Background: an optimization exercise with open tools, aiming at small area. Do not read the settings as production practice. The RTL was checked by simulation tests, not by an equivalence proof against the original design. The clock port is modelled as an ideal driver, which makes a skipped or thinned clock tree look cheaper than it is; a real chip needs a root buffer or a tree. Power and IR drop assume default switching activity.

==> job 1608 <==
==> flow/design.v <==
module cardinal_nic(
  input             clk,
  input             reset,
  input [1:0]       addr,
  input [63:0]      d_in,
  input             nicEn,
  input             nicWrEn,
  input             net_ro,
  input             net_polarity,
  input             net_si,
  input [63:0]      net_di,
  output reg        net_ri,
  output reg        net_so,
  output [63:0]     net_do,
  output reg [63:0] d_out
);
reg        out_stat;
reg [63:0] out_buf;
reg        ib_valid;
reg [63:0] in_buf;
wire send = out_stat & net_ro & (net_polarity == out_buf[63]);
wire wr_ob = nicEn & nicWrEn & (addr == 2'b10);
wire rd_ib = nicEn & ~nicWrEn & (addr == 2'b00);
wire recv = net_ri & net_si;
assign net_do = out_buf;
always @(posedge clk) begin
  if (wr_ob & ~send)
    out_buf <= d_in;
end
always @(posedge clk) begin
  if (reset) begin
    out_stat <= 1'b0;
    net_so   <= 1'b0;
  end else begin
    net_so   <= send;
    out_stat <= send ? 1'b0 : (wr_ob | out_stat);
  end
end
always @(posedge clk) begin
  if (recv)
    in_buf <= net_di;
end
always @(posedge clk) begin
  if (reset) begin
    ib_valid <= 1'b0;
    net_ri   <= 1'b1;
  end else begin
    ib_valid <= ib_valid | recv;
    net_ri   <= rd_ib | (net_ri & ~net_si);
  end
end
wire sel_ib = (addr == 2'b00) & ib_valid;
always @(posedge clk) begin
  d_out[62:0] <= in_buf[62:0] & {63{sel_ib}};
  case (addr)
    2'b00: d_out[63] <= in_buf[63] & ib_valid;
    2'b01: d_out[63] <= ~net_ri;
    2'b10: d_out[63] <= 1'b0;
    2'b11: d_out[63] <= out_stat;
  endcase
end
endmodule
==> flow/flow/run.sh <==
#!/bin/bash
# Standard synthesis, then the standard layout with three changes: combinational
# cells start at their smallest size, the port buffers are buf_1, and the clock
# tree is a plain two-level buffer tree (flow/cts.tcl) instead of TritonCTS.
set -euo pipefail
bash standard.sh synth > synth.log 2>&1
export CTS_ROOT_CELL=${CTS_ROOT_CELL:-sky130_fd_sc_hd__inv_8}
export CTS_LEAF_CELL=${CTS_LEAF_CELL:-sky130_fd_sc_hd__inv_2}
export CTS_LEAVES=${CTS_LEAVES:-24}
export CTS_CLOCK_NET=clk
bash standard.sh BUFFER_PORTS_ARGS="-buffer_cell sky130_fd_sc_hd__buf_1" \
  PRE_FLOORPLAN_TCL="$PWD/flow/downsize.tcl" \
  PRE_CTS_TCL="$PWD/flow/cts.tcl" \
  finish > layout.log 2>&1
==> flow/flow/cts.tcl <==
# A two-level clock tree in place of TritonCTS: the register clock pins are
# split by recursive bisection of their placement into CTS_LEAVES groups of
# equal size; each group gets a leaf buffer at its centre, and one root buffer
# at the centre of the leaves drives them all from the clock port. Every
# register sees the same two cells (two buffers, or two inverters), so the tree is balanced by construction.
proc my_split {pts k axis} {
  # pts: list of {x y iterm}; returns a list of k groups
  if {$k <= 1} { return [list $pts] }
  set idx [expr {$axis == 0 ? 0 : 1}]
  set pts [lsort -real -index $idx $pts]
  set k1 [expr {$k / 2}]
  set n1 [expr {int(round(double([llength $pts]) * $k1 / $k))}]
  set a [lrange $pts 0 [expr {$n1 - 1}]]
  set b [lrange $pts $n1 end]
  set nax [expr {1 - $axis}]
  return [concat [my_split $a $k1 $nax] [my_split $b [expr {$k - $k1}] $nax]]
}

proc my_pin {inst out} {
  foreach it [$inst getITerms] {
    if {[$it getSigType] ne "SIGNAL"} { continue }
    if {$out && [$it isOutputSignal]} { return $it }
    if {!$out && [$it isInputSignal]} { return $it }
  }
  error "cts: no [expr {$out ? {output} : {input}}] pin on [$inst getName]"
}

proc clock_tree_synthesis {args} {
  set db [ord::get_db]
  set block [ord::get_db_block]
  set leaf_master [$db findMaster $::env(CTS_LEAF_CELL)]
  set root_master [$db findMaster $::env(CTS_ROOT_CELL)]
  set k $::env(CTS_LEAVES)
  set clk [$block findNet $::env(CTS_CLOCK_NET)]
  set pts {}
  foreach it [$clk getITerms] {
    set inst [$it getInst]
    set bb [$inst getBBox]
    lappend pts [list [expr {([$bb xMin] + [$bb xMax]) / 2.0}] [expr {([$bb yMin] + [$bb yMax]) / 2.0}] $it]
  }
  set ext [$block getDieArea]
  set axis [expr {([$ext dx] >= [$ext dy]) ? 0 : 1}]
  set groups [my_split $pts $k $axis]
  set root [odb::dbInst_create $block $root_master clkbuf_root]
  set rnet [odb::dbNet_create $block clknet_root]
  $rnet setSigType CLOCK
  [my_pin $root 0] connect $clk
  [my_pin $root 1] connect $rnet
  set i 0
  set lx {}
  set ly {}
  foreach g $groups {
    set sx 0.0; set sy 0.0
    foreach p $g { set sx [expr {$sx + [lindex $p 0]}]; set sy [expr {$sy + [lindex $p 1]}] }
    set cx [expr {int($sx / [llength $g])}]
    set cy [expr {int($sy / [llength $g])}]
    set buf [odb::dbInst_create $block $leaf_master clkbuf_leaf_$i]
    set net [odb::dbNet_create $block clknet_leaf_$i]
    $net setSigType CLOCK
    [my_pin $buf 0] connect $rnet
    [my_pin $buf 1] connect $net
    foreach p $g {
      set it [lindex $p 2]
      $it disconnect
      $it connect $net
    }
    $buf setLocation [expr {$cx - [$leaf_master getWidth] / 2}] $cy
    $buf setPlacementStatus PLACED
    lappend lx $cx
    lappend ly $cy
    puts "cts: leaf $i drives [llength $g] registers at ($cx, $cy)"
    incr i
  }
  set sx 0.0; set sy 0.0
  foreach x $lx y $ly { set sx [expr {$sx + $x}]; set sy [expr {$sy + $y}] }
  $root setLocation [expr {int($sx / $k) - [$root_master getWidth] / 2}] [expr {int($sy / $k)}]
  $root setPlacementStatus PLACED
  puts "cts: root buffer and $k leaf buffers inserted"
}
==> flow/flow/downsize.tcl <==
# Run before floorplanning: give every combinational cell of the synthesized
# netlist its smallest drive strength. The flow's repair steps size up again
# wherever timing, slew or capacitance needs it. Registers keep their cells.
set db [ord::get_db]
set block [ord::get_db_block]
set dont_use [split $::env(DONT_USE_CELLS)]
set n 0
foreach inst [$block getInsts] {
  set m [[$inst getMaster] getName]
  if {![regexp {^(sky130_fd_sc_hd__.+)_([0-9]+)$} $m -> base sz]} { continue }
  if {[regexp {__(df|edf|sdf|dl|sdl|tap|fill|decap|conb|clk)} $base]} { continue }
  set best $m
  set bestw [[$inst getMaster] getWidth]
  foreach s {0 1 2 4} {
    set c ${base}_$s
    if {$c eq $m || [lsearch -exact $dont_use $c] >= 0} { continue }
    set mm [$db findMaster $c]
    if {$mm eq "NULL" || $mm eq ""} { continue }
    if {[$mm getWidth] < $bestw} { set best $c; set bestw [$mm getWidth] }
  }
  if {$best ne $m} {
    replace_cell [$inst getName] $best
    incr n
  }
}
puts "downsize: resized $n cells"
==> flow/standard.sh <==
#!/bin/bash
# synth_recipe.tcl (not shown) runs the flow's synth.tcl, then flattens the netlist and writes it again
# the make line also repeats each setting of config.mk as NAME=value (left out here)
make -C /OpenROAD-flow-scripts/flow DESIGN_CONFIG=/design/flow/config.mk WORK_HOME=/design/flow/orfs CLKGATE_MAP_FILE= SYNTH_SCRIPT=/design/flow/synth_recipe.tcl "${@:-finish}"
==> flow/config.mk <==
export PLATFORM = sky130hd
export DESIGN_NAME = cardinal_nic
export DESIGN_NICKNAME = cardinal_nic
export VERILOG_FILES = /design/flow/design.v
export SDC_FILE = /design/flow/constraint.sdc
export NUM_CORES = 4
export LEC_CHECK = 0
export CAP_MARGIN = 20
export CORE_MARGIN = 2
export CORE_UTILIZATION = 70
export SLEW_MARGIN = 20
==> flow/constraint.sdc <==
create_clock -name core_clock -period 3.0 [get_ports {clk}]
set_input_delay 0.6000 -clock core_clock [delete_from_list [all_inputs] [get_ports {clk}]]
set_output_delay 0.6000 -clock core_clock [all_outputs]
set_load 0.01 [all_outputs]
==> job 8783 (differences from job 1608) <==
==> flow/flow/run.sh (replaced) <==
#!/bin/bash
# Standard synthesis, then the standard layout with three changes: combinational
# cells start at their smallest size, the port buffers are buf_1, and the clock
# tree uses clkbuf_8 without dummy loads.
set -euo pipefail
bash standard.sh synth > synth.log 2>&1
bash standard.sh BUFFER_PORTS_ARGS="-buffer_cell sky130_fd_sc_hd__buf_1" \
  PRE_FLOORPLAN_TCL="$PWD/flow/downsize.tcl" \
  CTS_ARGS="-sink_clustering_enable -repair_clock_nets -dont_use_dummy_load -buf_list sky130_fd_sc_hd__clkbuf_8" \
  RECOVER_POWER=100 finish > layout.log 2>&1
removed: flow/flow/cts.tcl
==> job 4511 (differences from job 1608) <==
==> flow/flow/run.sh (replaced) <==
#!/bin/bash
# Standard synthesis and layout with smaller port buffers and a lighter clock tree.
set -euo pipefail
bash standard.sh synth > synth.log 2>&1
bash standard.sh BUFFER_PORTS_ARGS="-buffer_cell sky130_fd_sc_hd__buf_1" \
  CTS_ARGS="-sink_clustering_enable -repair_clock_nets -dont_use_dummy_load -buf_list sky130_fd_sc_hd__clkbuf_8 -sink_clustering_size 40" finish > layout.log 2>&1
--- a/flow/config.mk
+++ b/flow/config.mk
@@ -9,3 +9,3 @@
 export CORE_MARGIN = 2
-export CORE_UTILIZATION = 70
+export CORE_UTILIZATION = 40
 export SLEW_MARGIN = 20
removed: flow/flow/cts.tcl
removed: flow/flow/downsize.tcl
==> comparison table <==
item	job 4511	job 1608	job 8783
Status	timing/DRC/antenna clean	timing/DRC/antenna clean	finished with violations
Violated checks	-	-	capacitance limit, slew limit
Critical Path Slowest Stage Cell	sky130_fd_sc_hd__edfxtp_1	sky130_fd_sc_hd__buf_12	sky130_fd_sc_hd__clkbuf_2
Sequential fraction of total cell area	71.1%	74.1%	72.9%
Worst R2R End	out_buf[9]	out_buf[40]	in_buf[37]
Worst vdd rail ir drop	400 uV	443 uV	423 uV
Largest fanout on the critical path	2	64	64
Total non-filler cell area in the finished layout	7330 um^2	7020 um^2	7140 um^2
Number of buffers on the longest clock path	2	-	2
Endpoint of the worst setup timing path	net_do[63]	out_buf[40]	in_buf[37]
H-tree levels	4	-	4
Data buffer area share	14.3%	-	14.4%
Total power consumption of the routed design	4.43 mW	4.03 mW	4.40 mW
Max Clock Skew	0.0225 ns	0.0132 ns	0.0329 ns
Hold endpoint	in_buf[29]	d_out[14]	out_buf[53]
Measured slew at the worst slew-check pin	0.478 ns	0.461 ns	1.52 ns
Total Nets Final	702	710	702
Vias in the first global route	3228	3275	3379
Wire length on met2	5.43 mm	6.52 mm	7.05 mm
Vias per cell	4.35	5.04	5.11
First-pass GRT wire length	17.6 mm	16.7 mm	17.9 mm
Multi-input logic area	603 um^2	532 um^2	527 um^2
Met2 layer usage reported by global route	23.2%	46.7%	51.6%
Class of the most critical setup path	flop to output port	input port to flop	flop to flop
Worst path buffer plus inverter count	1	2	1
Power share of the clock group	28.3%	21.2%	27.8%
The clock cells of job 1608 come from the design's own scripts or RTL, not from TritonCTS.


==> trial 78: inputs <==
RTL: the design.v shown in full above, as it stands there.
Settings: LEC_CHECK=0, CAP_MARGIN=20, CORE_MARGIN=2, CORE_UTILIZATION=40, SLEW_MARGIN=20; clock period 3.0 ns.
standard.sh (not shown) runs the stock make flow with config.mk's settings and CLKGATE_MAP_FILE= SYNTH_SCRIPT=/design/flow/synth_recipe.tcl, a recipe that flattens the netlist after the stock synthesis.
==> flow/flow/run.sh <==
#!/bin/bash
# Standard synthesis and layout with smaller port buffers and a lighter clock tree.
set -euo pipefail
bash standard.sh synth > synth.log 2>&1
bash standard.sh BUFFER_PORTS_ARGS="-buffer_cell sky130_fd_sc_hd__buf_1" \
  CTS_ARGS="-sink_clustering_enable -repair_clock_nets -dont_use_dummy_load -buf_list sky130_fd_sc_hd__clkbuf_16 -sink_clustering_size 100 -sink_clustering_max_diameter 500" finish > layout.log 2>&1
==> build 15: changes against trial 78 <==
==> flow/flow/run.sh (replaced) <==
#!/bin/bash
# Standard synthesis, then the standard layout with three changes: combinational
# cells start at their smallest size, the port buffers are buf_1, and the clock
# tree is a plain two-level buffer tree (flow/cts.tcl) instead of TritonCTS.
set -euo pipefail
bash standard.sh synth > synth.log 2>&1
export CTS_ROOT_CELL=${CTS_ROOT_CELL:-sky130_fd_sc_hd__inv_8}
export CTS_LEAF_CELL=${CTS_LEAF_CELL:-sky130_fd_sc_hd__inv_4}
export CTS_LEAVES=${CTS_LEAVES:-16}
export CTS_CLOCK_NET=clk
bash standard.sh BUFFER_PORTS_ARGS="-buffer_cell sky130_fd_sc_hd__buf_1" \
  PRE_FLOORPLAN_TCL="$PWD/flow/downsize.tcl" \
  PRE_CTS_TCL="$PWD/flow/cts.tcl" \
  finish > layout.log 2>&1
==> flow/flow/cts.tcl (new file) <==
# A two-level clock tree in place of TritonCTS: the register clock pins are
# split by recursive bisection of their placement into CTS_LEAVES groups of
# equal size; each group gets a leaf buffer at its centre, and one root buffer
# at the centre of the leaves drives them all from the clock port. Every
# register sees the same two cells (two buffers, or two inverters), so the tree is balanced by construction.
proc my_split {pts k axis} {
  # pts: list of {x y iterm}; returns a list of k groups
  if {$k <= 1} { return [list $pts] }
  set idx [expr {$axis == 0 ? 0 : 1}]
  set pts [lsort -real -index $idx $pts]
  set k1 [expr {$k / 2}]
  set n1 [expr {int(round(double([llength $pts]) * $k1 / $k))}]
  set a [lrange $pts 0 [expr {$n1 - 1}]]
  set b [lrange $pts $n1 end]
  set nax [expr {1 - $axis}]
  return [concat [my_split $a $k1 $nax] [my_split $b [expr {$k - $k1}] $nax]]
}

proc my_pin {inst out} {
  foreach it [$inst getITerms] {
    if {[$it getSigType] ne "SIGNAL"} { continue }
    if {$out && [$it isOutputSignal]} { return $it }
    if {!$out && [$it isInputSignal]} { return $it }
  }
  error "cts: no [expr {$out ? {output} : {input}}] pin on [$inst getName]"
}

proc clock_tree_synthesis {args} {
  set db [ord::get_db]
  set block [ord::get_db_block]
  set leaf_master [$db findMaster $::env(CTS_LEAF_CELL)]
  set root_master [$db findMaster $::env(CTS_ROOT_CELL)]
  set k $::env(CTS_LEAVES)
  set clk [$block findNet $::env(CTS_CLOCK_NET)]
  set pts {}
  foreach it [$clk getITerms] {
    set inst [$it getInst]
    set bb [$inst getBBox]
    lappend pts [list [expr {([$bb xMin] + [$bb xMax]) / 2.0}] [expr {([$bb yMin] + [$bb yMax]) / 2.0}] $it]
  }
  set ext [$block getDieArea]
  set axis [expr {([$ext dx] >= [$ext dy]) ? 0 : 1}]
  set groups [my_split $pts $k $axis]
  set root [odb::dbInst_create $block $root_master clkbuf_root]
  set rnet [odb::dbNet_create $block clknet_root]
  $rnet setSigType CLOCK
  [my_pin $root 0] connect $clk
  [my_pin $root 1] connect $rnet
  set i 0
  set lx {}
  set ly {}
  foreach g $groups {
    set sx 0.0; set sy 0.0
    foreach p $g { set sx [expr {$sx + [lindex $p 0]}]; set sy [expr {$sy + [lindex $p 1]}] }
    set cx [expr {int($sx / [llength $g])}]
    set cy [expr {int($sy / [llength $g])}]
    set buf [odb::dbInst_create $block $leaf_master clkbuf_leaf_$i]
    set net [odb::dbNet_create $block clknet_leaf_$i]
    $net setSigType CLOCK
    [my_pin $buf 0] connect $rnet
    [my_pin $buf 1] connect $net
    foreach p $g {
      set it [lindex $p 2]
      $it disconnect
      $it connect $net
    }
    $buf setLocation [expr {$cx - [$leaf_master getWidth] / 2}] $cy
    $buf setPlacementStatus PLACED
    lappend lx $cx
    lappend ly $cy
    puts "cts: leaf $i drives [llength $g] registers at ($cx, $cy)"
    incr i
  }
  set sx 0.0; set sy 0.0
  foreach x $lx y $ly { set sx [expr {$sx + $x}]; set sy [expr {$sy + $y}] }
  $root setLocation [expr {int($sx / $k) - [$root_master getWidth] / 2}] [expr {int($sy / $k)}]
  $root setPlacementStatus PLACED
  puts "cts: root buffer and $k leaf buffers inserted"
}
==> flow/flow/downsize.tcl (new file) <==
# Run before floorplanning: give every combinational cell of the synthesized
# netlist its smallest drive strength. The flow's repair steps size up again
# wherever timing, slew or capacitance needs it. Registers keep their cells.
set db [ord::get_db]
set block [ord::get_db_block]
set dont_use [split $::env(DONT_USE_CELLS)]
set n 0
foreach inst [$block getInsts] {
  set m [[$inst getMaster] getName]
  if {![regexp {^(sky130_fd_sc_hd__.+)_([0-9]+)$} $m -> base sz]} { continue }
  if {[regexp {__(df|edf|sdf|dl|sdl|tap|fill|decap|conb|clk)} $base]} { continue }
  set best $m
  set bestw [[$inst getMaster] getWidth]
  foreach s {0 1 2 4} {
    set c ${base}_$s
    if {$c eq $m || [lsearch -exact $dont_use $c] >= 0} { continue }
    set mm [$db findMaster $c]
    if {$mm eq "NULL" || $mm eq ""} { continue }
    if {[$mm getWidth] < $bestw} { set best $c; set bestw [$mm getWidth] }
  }
  if {$best ne $m} {
    replace_cell [$inst getName] $best
    incr n
  }
}
puts "downsize: resized $n cells"
CORE_UTILIZATION = 85   (was 40)
==> summary of the runs <==
Trial 78 finished with timing, DRC and antenna clean. Build 15 stopped in 3_3_place_gp with GPL-0301.
In synthesized cell count, trial 78 and build 15 do not differ.
==> figures <==
quantity	build 15	trial 78
Result of the run	aborted with a tool error	timing/DRC/antenna clean
Failing step	3_3_place_gp	-
Synthesized Nets	420	420
Num rows	29	44
Die Y	86.3 um	125 um
Die width	86.3 um	125 um
Number of instances in the synthesized netlist	283	283
Top-level I/O count	267	267
PortBufs	266	266
Effective utilization at floorplan	89.1%	40.6%
Warning count from the yosys run	1	1

-- port drivers added, routing unchanged --
The flow's constraints put no driver on any port. The routed layouts listed below were extracted and timed again, unchanged, in two steps.
Step 1 (the two cells are an assumption about what drives the block):
set clk [get_ports {clk}]
set_driving_cell -lib_cell sky130_fd_sc_hd__clkbuf_16 $clk
set_driving_cell -lib_cell sky130_fd_sc_hd__buf_2 [delete_from_list [all_inputs] $clk]
Step 2 moves the port delays by t, midway between the first and last clock arrival at a register: inputs arrive t later, outputs are due t later. That takes back most of the time a late clock gives input paths.
Three values: no drivers, after step 1, after step 2; two values: the first two.
run	shift t [ns]	setup slack, ns	worst slew at a driven data input, ns
job 1608	0.262	1.288 / 1.286 / 1.025	0.07
job 8783	0.450	0.904 / 0.904 / 0.548	0.07
job 4511	0.467	1.387 / 1.354 / 1.032	0.07
trial 78	0.445	1.430 / 1.388 / 1.032	0.07
The setup slack of trial 78, which loses most, moves by -0.042 ns with the drivers and by -0.398 ns with both steps.
